From an optimization exercise on the open Yosys and OpenROAD flow, aimed at a short achievable clock period and few clock cycles; shortcuts taken in it are not production practice. The RTL was checked by simulation tests, not by an equivalence proof against the original design.

==> inputs of v18 <==
==> flow/design.v <==
`timescale 1ns/1ns
module MIPS_Multi(clk, rst, Memory_out, MemWrite, MemRead, Adr, B_out);
	input clk, rst;
	input [31:0] Memory_out;
	output MemWrite, MemRead;
	output [31:0] Adr, B_out;
	reg [31:0] R [0:15];
	reg fZ, fN, fV;
	reg [31:0] adr_q;      
	reg [31:0] adr_n;      
	reg [31:0] bo_q;
	reg        rd_q, wr_q;
	assign Adr = adr_q;
	assign MemRead = rd_q;
	assign MemWrite = wr_q;
	assign B_out = bo_q;
	wire [31:0] adr = ~adr_n;
	reg        mp;         
	reg        mload;      
	reg        mstore;     
	reg [3:0]  mrd;        
	reg        stl;        
	reg        big;        
	reg        bigl;       
	reg [31:0] blm;        
	reg        halted;     
	reg        ev;         
	reg [31:0] ir;
	reg [31:0] pce;        
	reg [31:0] fpce;       
	reg [31:0] btgt;       
	reg        pt;         
	reg        c_small;    
	reg [31:0] opX;        
	reg [31:0] opY;        
	reg [31:0] opA;        
	reg [31:0] opM;        
	reg [31:0] opB;        
	reg [31:0] opD;        
	reg [31:0] lres;       
	reg [31:0] res_q;      
	reg        wb_en;      
	reg [3:0]  wb_a;
	reg        c_dti, c_dpi, c_bi, c_inv, c_arith, c_add, c_logic_res, c_sub;
	function [31:0] ext12(input [11:0] x);
		ext12 = {19'd0, x[11], x};
	endfunction
	function condf(input [1:0] c, input z, input n, input v);
		condf = (c == 2'b00) ? z :
		        (c == 2'b01) ? (~z & (n == v)) :
		        (c == 2'b10) ? (n != v) : 1'b1;
	endfunction
	function zsum(input [31:0] a, input [31:0] b, input ci);
		zsum = ((a[0] ^ b[0]) == ci) & ((a[31:1] ^ b[31:1]) == (a[30:0] | b[30:0]));
	endfunction
	wire idle  = mp | stl | big;
	wire cond  = condf(ir[31:30], fZ, fN, fV);
	wire ex    = ev & ~idle & cond;
	wire e_dp  = ex & c_dpi;
	wire e_mem = ex & c_dti;
	wire e_bl  = ex & c_bi & ir[26];
	wire e_bls = e_bl & c_small;
	wire e_big = ex & c_bi & ~(ir[26] ? c_small : pt);
	wire e_inv = ex & c_inv;
	wire e_miss = ev & ~idle & c_bi & ~ir[26] & pt & ~cond;
	wire [31:0] sum1, sum2;
	add32 u_sum1(.a(opX), .b(opY), .ci(c_sub), .s(sum1));
	add32 u_sum2(.a(opA), .b(opM), .ci(1'b0), .s(sum2));
	wire z1 = zsum(opX, opY, c_sub);
	wire z2 = zsum(opA, opM, 1'b0);
	wire y31 = c_add ? opB[31] : (opB[31] ^ (opB[30:0] != 31'd0));
	wire v1 = (opX[31] & y31 & ~sum1[31]) | (~opX[31] & ~y31 & sum1[31]);
	wire [31:0] eres = c_logic_res ? lres : sum1;
	wire [31:0] e_tgt, bl_tgt, big_tgt;
	add32 u_etgt(.a(pce), .b({{6{ir[25]}}, ir[25:0]}), .ci(1'b1), .s(e_tgt));
	add32 u_bltgt(.a(btgt), .b(opM), .ci(1'b0), .s(bl_tgt));
	add32 u_bigtgt(.a(btgt), .b(blm), .ci(1'b0), .s(big_tgt));
	wire        we = mp ? mload : (e_dp | e_bl);
	wire [3:0]  wa = mp ? mrd : (e_bl ? 4'd15 : ir[15:12]);
	wire [31:0] wd = mp ? Memory_out : (e_bl ? pce : eres);
	wire [31:0] wf = Memory_out;
	wire keep = ~idle & ~halted & ~e_miss & ~e_bl & ~e_big & ~e_inv;
	wire f_small = (wf[25:7] == 19'd0) | (wf[25:7] == 19'h7ffff);
	wire f_bnl = (wf[29:27] == 3'b101) & ~wf[26] & f_small;
	wire f_pt = f_bnl & ((wf[31:30] == 2'b11) | e_dp | condf(wf[31:30], fZ, fN, fV));
	wire [31:0] f_seq = adr + 32'd1;
	wire [31:0] f_tgt;
	tgt8 u_tgt(.adr(adr), .off(wf[7:0]), .tgt(f_tgt));
	wire [511:0] rfv = {R[15], R[14], R[13], R[12], R[11], R[10], R[9], R[8],
	                    R[7], R[6], R[5], R[4], R[3], R[2], R[1], R[0]};
	wire [223:0] p_f, p_i;
	wire [9:0] dec_f;
	opsf u_opsf(.w(wf), .rf(rfv), .b_en(wb_en), .b_a(wb_a), .b_d(res_q), .ops(p_f), .dc(dec_f));
	opsi u_opsi(.w(ir), .rf(rfv), .b_en(wb_en), .b_a(wb_a), .b_d(res_q),
	            .l_en(mp & mload), .l_a(mrd), .l_d(Memory_out), .ops(p_i));
	wire [3:0] e_rd = ir[15:12];
	wire f_dti = (wf[29:21] == 9'b010000000);
	wire f_dpi = (wf[29:24] == 6'd0);
	wire f_logic = (wf[22:20] == 3'd3) | (wf[22:20] == 3'd4) | (wf[22:20] == 3'd5) | (wf[22:20] == 3'd7);
	wire f_dep = e_dp & (((e_rd == wf[19:16]) & (f_dti | f_dpi)) |
	                     ((e_rd == wf[3:0]) & ((f_dpi & (~wf[23] | f_logic)) | ((wf[29:27] == 3'b101) & wf[26]))) |
	                     ((e_rd == wf[15:12]) & f_dti & wf[20]));
	wire m_hit = mstore & (adr == pce);
	wire a_oth = e_mem | e_miss | e_bls;
	wire [31:0] a_o = e_mem ? sum1 : (e_miss ? fpce : bl_tgt);
	wire [31:0] a_early = rst ? 32'd0 :
	                      mp ? (m_hit ? pce : (pt ? btgt : fpce)) :
	                      stl ? adr :
	                      big ? (bigl ? big_tgt : btgt) :
	                      e_miss ? fpce : e_bls ? bl_tgt : f_seq;
	wire plain = ~rst & ~mp & ~stl & ~big;
	wire use_sum1 = plain & e_mem;
	wire use_tgt = plain & ~a_oth & f_pt;
	wire use_early = ~use_sum1 & ~use_tgt;
	wire [31:0] a_nxt = (f_tgt & {32{use_tgt}}) | (sum1 & {32{use_sum1}}) | (a_early & {32{use_early}});
	wire use_sum = ~mp & ~e_bl & ~c_logic_res;
	wire [31:0] r_oth = mp ? Memory_out : (e_bl ? pce : lres);
	wire [31:0] r_nxt = (sum1 & {32{use_sum}}) | (r_oth & {32{~use_sum}});
	always @(posedge clk) begin
		adr_q <= a_nxt;
		adr_n <= ~a_nxt;
		res_q <= r_nxt;
		bo_q <= opD;
		blm <= opM;
		{opX, opY, opA, opM, opB, opD, lres} <= (mp | stl) ? p_i : p_f;
		if (!mp && !stl && !big) begin
			ir <= wf;
			pce <= adr;
			fpce <= f_seq;
			btgt <= f_tgt;
		end
		if (e_big) btgt <= e_tgt;
	end
	integer k;
	always @(posedge clk) begin
		if (rst) begin
			for (k = 0; k < 16; k = k + 1) R[k] <= 32'd0;
			fZ <= 1'b0; fN <= 1'b0; fV <= 1'b0;
			rd_q <= 1'b1; wr_q <= 1'b0;
			mp <= 1'b0; mload <= 1'b0; mstore <= 1'b0; mrd <= 4'd0;
			stl <= 1'b0; big <= 1'b0; bigl <= 1'b0; halted <= 1'b0;
			ev <= 1'b0; pt <= 1'b0; c_small <= 1'b0;
			wb_en <= 1'b0; wb_a <= 4'd0;
			{c_dti, c_dpi, c_bi, c_inv, c_arith, c_add, c_logic_res, c_sub} <= 8'd0;
		end else begin
			if (wb_en) R[wb_a] <= res_q;
			wb_en <= we;
			wb_a <= wa;
			if (e_dp) begin
				if (c_arith) begin
					fZ <= z1; fN <= sum1[31]; fV <= v1;
				end else begin
					fZ <= z2; fN <= sum2[31];
				end
			end
			if (e_inv) halted <= 1'b1;
			mp <= e_mem;
			mload <= e_mem & ~ir[20];
			mstore <= e_mem & ir[20];
			mrd <= ir[15:12];
			wr_q <= e_mem & ir[20];
			rd_q <= ~(e_mem & ir[20]) & ~e_inv & ~halted;
			stl <= keep & f_dep;
			big <= e_big;
			bigl <= ir[26];
			if (!mp && !stl && !big) begin
				{c_dti, c_dpi, c_bi, c_inv, c_arith, c_add, c_logic_res, c_sub} <= dec_f[9:2];
				pt <= f_pt;
				c_small <= f_small;
			end
			if (mp) begin
				if (m_hit) ev <= 1'b0;    
			end else if (big)
				ev <= 1'b0;
			else if (!stl)
				ev <= keep;
		end
	end
endmodule
module add32(a, b, ci, s);
	input [31:0] a, b;
	input ci;
	output [31:0] s;
	function [31:0] ksadd(input [31:0] a, input [31:0] b, input ci);
		reg [31:0] g, p, gg, pp, gn, pn, c;
		integer i, s;
		begin
			g = a & b;
			p = a ^ b;
			gg = g; pp = p;
			for (i = 1; i < 32; i = i + 1) begin
				gg[i] = g[i] | ((p[i] & a[i - 1]) & b[i - 1]);
				pp[i] = p[i] & p[i - 1];
			end
			for (s = 2; s < 32; s = s * 2) begin
				gn = gg; pn = pp;
				for (i = s; i < 32; i = i + 1) begin
					gn[i] = gg[i] | (pp[i] & gg[i - s]);
					pn[i] = pp[i] & pp[i - s];
				end
				gg = gn; pp = pn;
			end
			c = {gg[30:0] | (pp[30:0] & {31{ci}}), ci};
			ksadd = p ^ c;
		end
	endfunction
	assign s = ksadd(a, b, ci);
endmodule
module tgt8(adr, off, tgt);
	input [31:0] adr;
	input [7:0] off;
	output [31:0] tgt;
	wire [31:0] lo;
	add32 u_lo(.a({24'd0, adr[7:0]}), .b({24'd0, off}), .ci(1'b1), .s(lo));
	wire [23:0] hi0 = adr[31:8];
	wire [23:0] hip = adr[31:8] + 24'd1;
	wire [23:0] him = adr[31:8] - 24'd1;
	wire up = lo[8] & ~off[7];
	wire dn = ~lo[8] & off[7];
	assign tgt = {(hip & {24{up}}) | (him & {24{dn}}) | (hi0 & {24{~up & ~dn}}), lo[7:0]};
endmodule
module opsf(w, rf, b_en, b_a, b_d, ops, dc);
	input [31:0] w;
	input [511:0] rf;
	input b_en;
	input [3:0] b_a;
	input [31:0] b_d;
	output [223:0] ops;
	output [9:0] dc;
	function [31:0] ext12(input [11:0] x);
		ext12 = {19'd0, x[11], x};
	endfunction
	function [9:0] dec(input [31:0] w);
		reg [2:0] op;
		reg dpi, dti, bi, neg, sub, ar;
		begin
			op = w[22:20];
			dti = (w[29:21] == 9'b010000000);
			dpi = (w[29:24] == 6'd0);
			bi = (w[29:27] == 3'b101);
			neg = (op == 3'd4);
			sub = (op == 3'd1) | (op == 3'd2) | (op == 3'd6) | neg;
			ar = (op == 3'd0) | (op == 3'd1) | (op == 3'd2) | (op == 3'd6);
			dec = {dti, dpi, bi, ~dti & ~dpi & ~bi, ar, op == 3'd0,
			       dpi & ~ar & ~neg, dpi & sub, dpi & neg, op == 3'd7};
		end
	endfunction
	function [223:0] prep(input [31:0] w, input [31:0] a, input [31:0] m, input [31:0] d);
		reg [9:0] dc;
		reg [31:0] b, x, y;
		begin
			dc = dec(w);
			b = ((w[29:24] == 6'd0) && !w[23]) ? m : ext12(w[11:0]);
			x = dc[1] ? 32'd0 : a;
			y = (w[29:24] != 6'd0) ? ext12(w[11:0]) : (dc[2] ? ~b : b);
			prep = {x, y, a, m, b, d, dc[0] ? b : (a & b)};
		end
	endfunction
	function [31:0] rd(input [3:0] idx);
		reg [31:0] v;
		integer r;
		begin
			v = 32'd0;
			for (r = 0; r < 16; r = r + 1)
				v = v | (rf[r * 32 +: 32] & {32{idx == r}});
			rd = (b_en && b_a == idx) ? b_d : v;
		end
	endfunction
	assign ops = prep(w, rd(w[19:16]), rd(w[3:0]), rd(w[15:12]));
	assign dc = dec(w);
endmodule
module opsi(w, rf, b_en, b_a, b_d, l_en, l_a, l_d, ops);
	input [31:0] w;
	input [511:0] rf;
	input b_en, l_en;
	input [3:0] b_a, l_a;
	input [31:0] b_d, l_d;
	output [223:0] ops;
	function [31:0] ext12(input [11:0] x);
		ext12 = {19'd0, x[11], x};
	endfunction
	function [9:0] dec(input [31:0] w);
		reg [2:0] op;
		reg dpi, dti, bi, neg, sub, ar;
		begin
			op = w[22:20];
			dti = (w[29:21] == 9'b010000000);
			dpi = (w[29:24] == 6'd0);
			bi = (w[29:27] == 3'b101);
			neg = (op == 3'd4);
			sub = (op == 3'd1) | (op == 3'd2) | (op == 3'd6) | neg;
			ar = (op == 3'd0) | (op == 3'd1) | (op == 3'd2) | (op == 3'd6);
			dec = {dti, dpi, bi, ~dti & ~dpi & ~bi, ar, op == 3'd0,
			       dpi & ~ar & ~neg, dpi & sub, dpi & neg, op == 3'd7};
		end
	endfunction
	function [223:0] prep(input [31:0] w, input [31:0] a, input [31:0] m, input [31:0] d);
		reg [9:0] dc;
		reg [31:0] b, x, y;
		begin
			dc = dec(w);
			b = ((w[29:24] == 6'd0) && !w[23]) ? m : ext12(w[11:0]);
			x = dc[1] ? 32'd0 : a;
			y = (w[29:24] != 6'd0) ? ext12(w[11:0]) : (dc[2] ? ~b : b);
			prep = {x, y, a, m, b, d, dc[0] ? b : (a & b)};
		end
	endfunction
	function [31:0] rd(input [3:0] idx);
		reg [31:0] v;
		integer r;
		begin
			v = 32'd0;
			for (r = 0; r < 16; r = r + 1)
				v = v | (rf[r * 32 +: 32] & {32{idx == r}});
			rd = (l_en && l_a == idx) ? l_d : (b_en && b_a == idx) ? b_d : v;
		end
	endfunction
	assign ops = prep(w, rd(w[19:16]), rd(w[3:0]), rd(w[15:12]));
endmodule
==> flow/run.sh <==
#!/bin/bash
# synth_recipe.tcl (not shown) runs the flow's synth.tcl, then flattens the netlist and writes it again
# the make line also repeats each setting of config.mk as NAME=value (left out here)
make -C /OpenROAD-flow-scripts/flow DESIGN_CONFIG=/design/flow/config.mk WORK_HOME=/design/flow/orfs CLKGATE_MAP_FILE= SYNTH_SCRIPT=/design/flow/synth_recipe.tcl finish
==> flow/config.mk <==
export PLATFORM = sky130hd
export DESIGN_NAME = MIPS_Multi
export DESIGN_NICKNAME = MIPS_Multi
export VERILOG_FILES = /design/flow/design.v
export SDC_FILE = /design/flow/constraint.sdc
export NUM_CORES = 4
export LEC_CHECK = 0
export ABC_CLOCK_PERIOD_IN_PS = 1500
export CAP_MARGIN = 20
export CORE_MARGIN = 2
export CORE_UTILIZATION = 40
export PLACE_DENSITY = 0.6
export SETUP_SLACK_MARGIN = 5.0
export SLEW_MARGIN = 20
export SYNTH_HIERARCHICAL = 1
export SYNTH_MINIMUM_KEEP_SIZE = 0
==> flow/constraint.sdc <==
create_clock -name core_clock -period 7.5 [get_ports {clk}]
set_input_delay 1.5000 -clock core_clock [delete_from_list [all_inputs] [get_ports {clk}]]
set_output_delay 1.5000 -clock core_clock [all_outputs]
set_load 0.01 [all_outputs]
==> v27: changes against v18 <==
--- a/flow/design.v
+++ b/flow/design.v
@@ -32,15 +32,12 @@
 	reg        pt;         
 	reg        c_small;    
-	reg [31:0] opX;        
-	reg [31:0] opY;        
 	reg [31:0] opA;        
 	reg [31:0] opM;        
 	reg [31:0] opB;        
 	reg [31:0] opD;        
-	reg [31:0] lres;       
 	reg [31:0] res_q;      
 	reg        wb_en;      
 	reg [3:0]  wb_a;
-	reg        c_dti, c_dpi, c_bi, c_inv, c_arith, c_add, c_logic_res, c_sub;
+	reg        c_dti, c_dpi, c_bi, c_inv, c_arith, c_add, c_logic_res, c_sub, c_zx, c_mov;
 	function [31:0] ext12(input [11:0] x);
 		ext12 = {19'd0, x[11], x};
@@ -65,5 +62,7 @@
 	wire e_miss = ev & ~idle & c_bi & ~ir[26] & pt & ~cond;
 	wire [31:0] sum1, sum2;
-	add32 u_sum1(.a(opX), .b(opY), .ci(c_sub), .s(sum1));
+	wire [31:0] opX = c_zx ? 32'd0 : opA;
+	wire [31:0] opY = c_sub ? ~opB : opB;
+	add32cs u_sum1(.a(opX), .b(opY), .ci(c_sub), .s(sum1));
 	add32 u_sum2(.a(opA), .b(opM), .ci(1'b0), .s(sum2));
 	wire z1 = zsum(opX, opY, c_sub);
@@ -71,8 +70,9 @@
 	wire y31 = c_add ? opB[31] : (opB[31] ^ (opB[30:0] != 31'd0));
 	wire v1 = (opX[31] & y31 & ~sum1[31]) | (~opX[31] & ~y31 & sum1[31]);
+	wire [31:0] lres = c_mov ? opB : (opA & opB);
 	wire [31:0] eres = c_logic_res ? lres : sum1;
 	wire [31:0] e_tgt, bl_tgt, big_tgt;
 	add32 u_etgt(.a(pce), .b({{6{ir[25]}}, ir[25:0]}), .ci(1'b1), .s(e_tgt));
-	add32 u_bltgt(.a(btgt), .b(opM), .ci(1'b0), .s(bl_tgt));
+	add32cs u_bltgt(.a(btgt), .b(opM), .ci(1'b0), .s(bl_tgt));
 	add32 u_bigtgt(.a(btgt), .b(blm), .ci(1'b0), .s(big_tgt));
 	wire        we = mp ? mload : (e_dp | e_bl);
@@ -89,9 +89,9 @@
 	wire [511:0] rfv = {R[15], R[14], R[13], R[12], R[11], R[10], R[9], R[8],
 	                    R[7], R[6], R[5], R[4], R[3], R[2], R[1], R[0]};
-	wire [223:0] p_f, p_i;
+	wire [31:0] w_rd = (mp | stl) ? ir : wf;
+	wire [127:0] p_n;
 	wire [9:0] dec_f;
-	opsf u_opsf(.w(wf), .rf(rfv), .b_en(wb_en), .b_a(wb_a), .b_d(res_q), .ops(p_f), .dc(dec_f));
-	opsi u_opsi(.w(ir), .rf(rfv), .b_en(wb_en), .b_a(wb_a), .b_d(res_q),
-	            .l_en(mp & mload), .l_a(mrd), .l_d(Memory_out), .ops(p_i));
+	opsi u_ops(.w(w_rd), .rf(rfv), .b_en(wb_en), .b_a(wb_a), .b_d(res_q),
+	           .l_en(mp & mload), .l_a(mrd), .l_d(Memory_out), .ops(p_n), .dc(dec_f));
 	wire [3:0] e_rd = ir[15:12];
 	wire f_dti = (wf[29:21] == 9'b010000000);
@@ -107,11 +107,13 @@
 	                      mp ? (m_hit ? pce : (pt ? btgt : fpce)) :
 	                      stl ? adr :
-	                      big ? (bigl ? big_tgt : btgt) :
-	                      e_miss ? fpce : e_bls ? bl_tgt : f_seq;
+	                      big ? btgt :
+	                      e_miss ? fpce : f_seq;
 	wire plain = ~rst & ~mp & ~stl & ~big;
 	wire use_sum1 = plain & e_mem;
+	wire use_bl = plain & e_bls;
 	wire use_tgt = plain & ~a_oth & f_pt;
-	wire use_early = ~use_sum1 & ~use_tgt;
-	wire [31:0] a_nxt = (f_tgt & {32{use_tgt}}) | (sum1 & {32{use_sum1}}) | (a_early & {32{use_early}});
+	wire use_early = ~use_sum1 & ~use_bl & ~use_tgt;
+	wire [31:0] a_nxt = (f_tgt & {32{use_tgt}}) | (sum1 & {32{use_sum1}}) |
+	                    (bl_tgt & {32{use_bl}}) | (a_early & {32{use_early}});
 	wire use_sum = ~mp & ~e_bl & ~c_logic_res;
 	wire [31:0] r_oth = mp ? Memory_out : (e_bl ? pce : lres);
@@ -123,5 +125,5 @@
 		bo_q <= opD;
 		blm <= opM;
-		{opX, opY, opA, opM, opB, opD, lres} <= (mp | stl) ? p_i : p_f;
+		{opA, opM, opB, opD} <= p_n;
 		if (!mp && !stl && !big) begin
 			ir <= wf;
@@ -131,4 +133,5 @@
 		end
 		if (e_big) btgt <= e_tgt;
+		if (big && bigl) btgt <= big_tgt;
 	end
 	integer k;
@@ -142,5 +145,5 @@
 			ev <= 1'b0; pt <= 1'b0; c_small <= 1'b0;
 			wb_en <= 1'b0; wb_a <= 4'd0;
-			{c_dti, c_dpi, c_bi, c_inv, c_arith, c_add, c_logic_res, c_sub} <= 8'd0;
+			{c_dti, c_dpi, c_bi, c_inv, c_arith, c_add, c_logic_res, c_sub, c_zx, c_mov} <= 10'd0;
 		end else begin
 			if (wb_en) R[wb_a] <= res_q;
@@ -162,8 +165,8 @@
 			rd_q <= ~(e_mem & ir[20]) & ~e_inv & ~halted;
 			stl <= keep & f_dep;
-			big <= e_big;
-			bigl <= ir[26];
+			big <= e_big | (big & bigl);
+			bigl <= e_big & ir[26];
 			if (!mp && !stl && !big) begin
-				{c_dti, c_dpi, c_bi, c_inv, c_arith, c_add, c_logic_res, c_sub} <= dec_f[9:2];
+				{c_dti, c_dpi, c_bi, c_inv, c_arith, c_add, c_logic_res, c_sub, c_zx, c_mov} <= dec_f;
 				pt <= f_pt;
 				c_small <= f_small;
@@ -207,10 +210,64 @@
 	assign s = ksadd(a, b, ci);
 endmodule
+module add32cs(a, b, ci, s);
+	input [31:0] a, b;
+	input ci;
+	output [31:0] s;
+	wire [16:0] lo, h0, h1;
+	add16 u_lo(.a(a[15:0]), .b(b[15:0]), .ci(ci), .s(lo));
+	add16 u_h0(.a(a[31:16]), .b(b[31:16]), .ci(1'b0), .s(h0));
+	add16 u_h1(.a(a[31:16]), .b(b[31:16]), .ci(1'b1), .s(h1));
+	assign s = {lo[16] ? h1[15:0] : h0[15:0], lo[15:0]};
+endmodule
+module add16(a, b, ci, s);
+	input [15:0] a, b;
+	input ci;
+	output [16:0] s;
+	reg [15:0] g, p, gg, pp, gn, pn, c;
+	reg co;
+	integer i, k;
+	always @(*) begin
+		g = a & b;
+		p = a ^ b;
+		gg = g; pp = p;
+		for (i = 1; i < 16; i = i + 1) begin
+			gg[i] = g[i] | ((p[i] & a[i - 1]) & b[i - 1]);
+			pp[i] = p[i] & p[i - 1];
+		end
+		for (k = 2; k < 16; k = k * 2) begin
+			gn = gg; pn = pp;
+			for (i = k; i < 16; i = i + 1) begin
+				gn[i] = gg[i] | (pp[i] & gg[i - k]);
+				pn[i] = pp[i] & pp[i - k];
+			end
+			gg = gn; pp = pn;
+		end
+		c = {gg[14:0] | (pp[14:0] & {15{ci}}), ci};
+		co = gg[15] | (pp[15] & ci);
+	end
+	assign s = {co, p ^ c};
+endmodule
 module tgt8(adr, off, tgt);
 	input [31:0] adr;
 	input [7:0] off;
 	output [31:0] tgt;
-	wire [31:0] lo;
-	add32 u_lo(.a({24'd0, adr[7:0]}), .b({24'd0, off}), .ci(1'b1), .s(lo));
+	function [8:0] add8(input [7:0] a, input [7:0] b);
+		reg [7:0] g, p, gn, pn;
+		integer i, s;
+		begin
+			g = a & b;
+			p = a ^ b;
+			for (s = 1; s < 8; s = s * 2) begin
+				gn = g; pn = p;
+				for (i = s; i < 8; i = i + 1) begin
+					gn[i] = g[i] | (p[i] & g[i - s]);
+					pn[i] = p[i] & p[i - s];
+				end
+				g = gn; p = pn;
+			end
+			add8 = {g[7] | p[7], (a ^ b) ^ {g[6:0] | p[6:0], 1'b1}};
+		end
+	endfunction
+	wire [8:0] lo = add8(adr[7:0], off);
 	wire [23:0] hi0 = adr[31:8];
 	wire [23:0] hip = adr[31:8] + 24'd1;
@@ -220,55 +277,5 @@
 	assign tgt = {(hip & {24{up}}) | (him & {24{dn}}) | (hi0 & {24{~up & ~dn}}), lo[7:0]};
 endmodule
-module opsf(w, rf, b_en, b_a, b_d, ops, dc);
-	input [31:0] w;
-	input [511:0] rf;
-	input b_en;
-	input [3:0] b_a;
-	input [31:0] b_d;
-	output [223:0] ops;
-	output [9:0] dc;
-	function [31:0] ext12(input [11:0] x);
-		ext12 = {19'd0, x[11], x};
-	endfunction
-	function [9:0] dec(input [31:0] w);
-		reg [2:0] op;
-		reg dpi, dti, bi, neg, sub, ar;
-		begin
-			op = w[22:20];
-			dti = (w[29:21] == 9'b010000000);
-			dpi = (w[29:24] == 6'd0);
-			bi = (w[29:27] == 3'b101);
-			neg = (op == 3'd4);
-			sub = (op == 3'd1) | (op == 3'd2) | (op == 3'd6) | neg;
-			ar = (op == 3'd0) | (op == 3'd1) | (op == 3'd2) | (op == 3'd6);
-			dec = {dti, dpi, bi, ~dti & ~dpi & ~bi, ar, op == 3'd0,
-			       dpi & ~ar & ~neg, dpi & sub, dpi & neg, op == 3'd7};
-		end
-	endfunction
-	function [223:0] prep(input [31:0] w, input [31:0] a, input [31:0] m, input [31:0] d);
-		reg [9:0] dc;
-		reg [31:0] b, x, y;
-		begin
-			dc = dec(w);
-			b = ((w[29:24] == 6'd0) && !w[23]) ? m : ext12(w[11:0]);
-			x = dc[1] ? 32'd0 : a;
-			y = (w[29:24] != 6'd0) ? ext12(w[11:0]) : (dc[2] ? ~b : b);
-			prep = {x, y, a, m, b, d, dc[0] ? b : (a & b)};
-		end
-	endfunction
-	function [31:0] rd(input [3:0] idx);
-		reg [31:0] v;
-		integer r;
-		begin
-			v = 32'd0;
-			for (r = 0; r < 16; r = r + 1)
-				v = v | (rf[r * 32 +: 32] & {32{idx == r}});
-			rd = (b_en && b_a == idx) ? b_d : v;
-		end
-	endfunction
-	assign ops = prep(w, rd(w[19:16]), rd(w[3:0]), rd(w[15:12]));
-	assign dc = dec(w);
-endmodule
-module opsi(w, rf, b_en, b_a, b_d, l_en, l_a, l_d, ops);
+module opsi(w, rf, b_en, b_a, b_d, l_en, l_a, l_d, ops, dc);
 	input [31:0] w;
 	input [511:0] rf;
@@ -276,5 +283,6 @@
 	input [3:0] b_a, l_a;
 	input [31:0] b_d, l_d;
-	output [223:0] ops;
+	output [127:0] ops;
+	output [9:0] dc;
 	function [31:0] ext12(input [11:0] x);
 		ext12 = {19'd0, x[11], x};
@@ -295,25 +303,15 @@
 		end
 	endfunction
-	function [223:0] prep(input [31:0] w, input [31:0] a, input [31:0] m, input [31:0] d);
-		reg [9:0] dc;
-		reg [31:0] b, x, y;
+	function [127:0] prep(input [31:0] w, input [31:0] a, input [31:0] m, input [31:0] d);
+		reg [31:0] b;
 		begin
-			dc = dec(w);
 			b = ((w[29:24] == 6'd0) && !w[23]) ? m : ext12(w[11:0]);
-			x = dc[1] ? 32'd0 : a;
-			y = (w[29:24] != 6'd0) ? ext12(w[11:0]) : (dc[2] ? ~b : b);
-			prep = {x, y, a, m, b, d, dc[0] ? b : (a & b)};
+			prep = {a, m, b, d};
 		end
 	endfunction
 	function [31:0] rd(input [3:0] idx);
-		reg [31:0] v;
-		integer r;
-		begin
-			v = 32'd0;
-			for (r = 0; r < 16; r = r + 1)
-				v = v | (rf[r * 32 +: 32] & {32{idx == r}});
-			rd = (l_en && l_a == idx) ? l_d : (b_en && b_a == idx) ? b_d : v;
-		end
+		rd = (l_en && l_a == idx) ? l_d : (b_en && b_a == idx) ? b_d : rf[idx * 32 +: 32];
 	endfunction
 	assign ops = prep(w, rd(w[19:16]), rd(w[3:0]), rd(w[15:12]));
+	assign dc = dec(w);
 endmodule
- CORE_UTILIZATION: 40 -> 35
- PLACE_DENSITY: 0.6 -> 0.55
- SYNTH_HIERARCHICAL: 1 -> unset
- SYNTH_MINIMUM_KEEP_SIZE: 0 -> unset
==> summary.txt <==
- v18 did not get past 5_1_grt with GRT-0116. v27 finished with timing, DRC and antenna clean.
- In v18 the synthesized cell count is larger than in v27, by about 70%.
- Between v18 and v27, the lower area after synthesis is in v27 (gap about 40%, measured against v27).
Testbench counts of v18, summed over its fixed seeds: cycles 99,136.
Testbench counts of v27, summed over its fixed seeds: cycles 99,136.

## static timing again, ports no longer ideal
The results above use ideal ports. As a check the final layout listed here was re-extracted and re-timed, cells and wires unchanged.
Step 1: set_driving_cell puts a clkbuf_16 on clk and a buf_2 on each other input, an assumption about the parent block.
Step 2, shift: input delay + t, output delay - t, t = (earliest + latest rising clock arrival at the registers) / 2. This alone moves slack from input paths to output paths.
Slacks: no drivers / after step 1 / after step 2; pairs: no drivers / after step 1.
run: v27
shift t [ns]: 0.847
setup WS [ns]: 3.290 / 3.213 / 2.366
clock arrival spread, ns: 0.059 / 0.059
After both steps setup and hold are still met in v27. The setup slack of v27 moves by -0.077 ns with the drivers and by -0.924 ns with both steps.
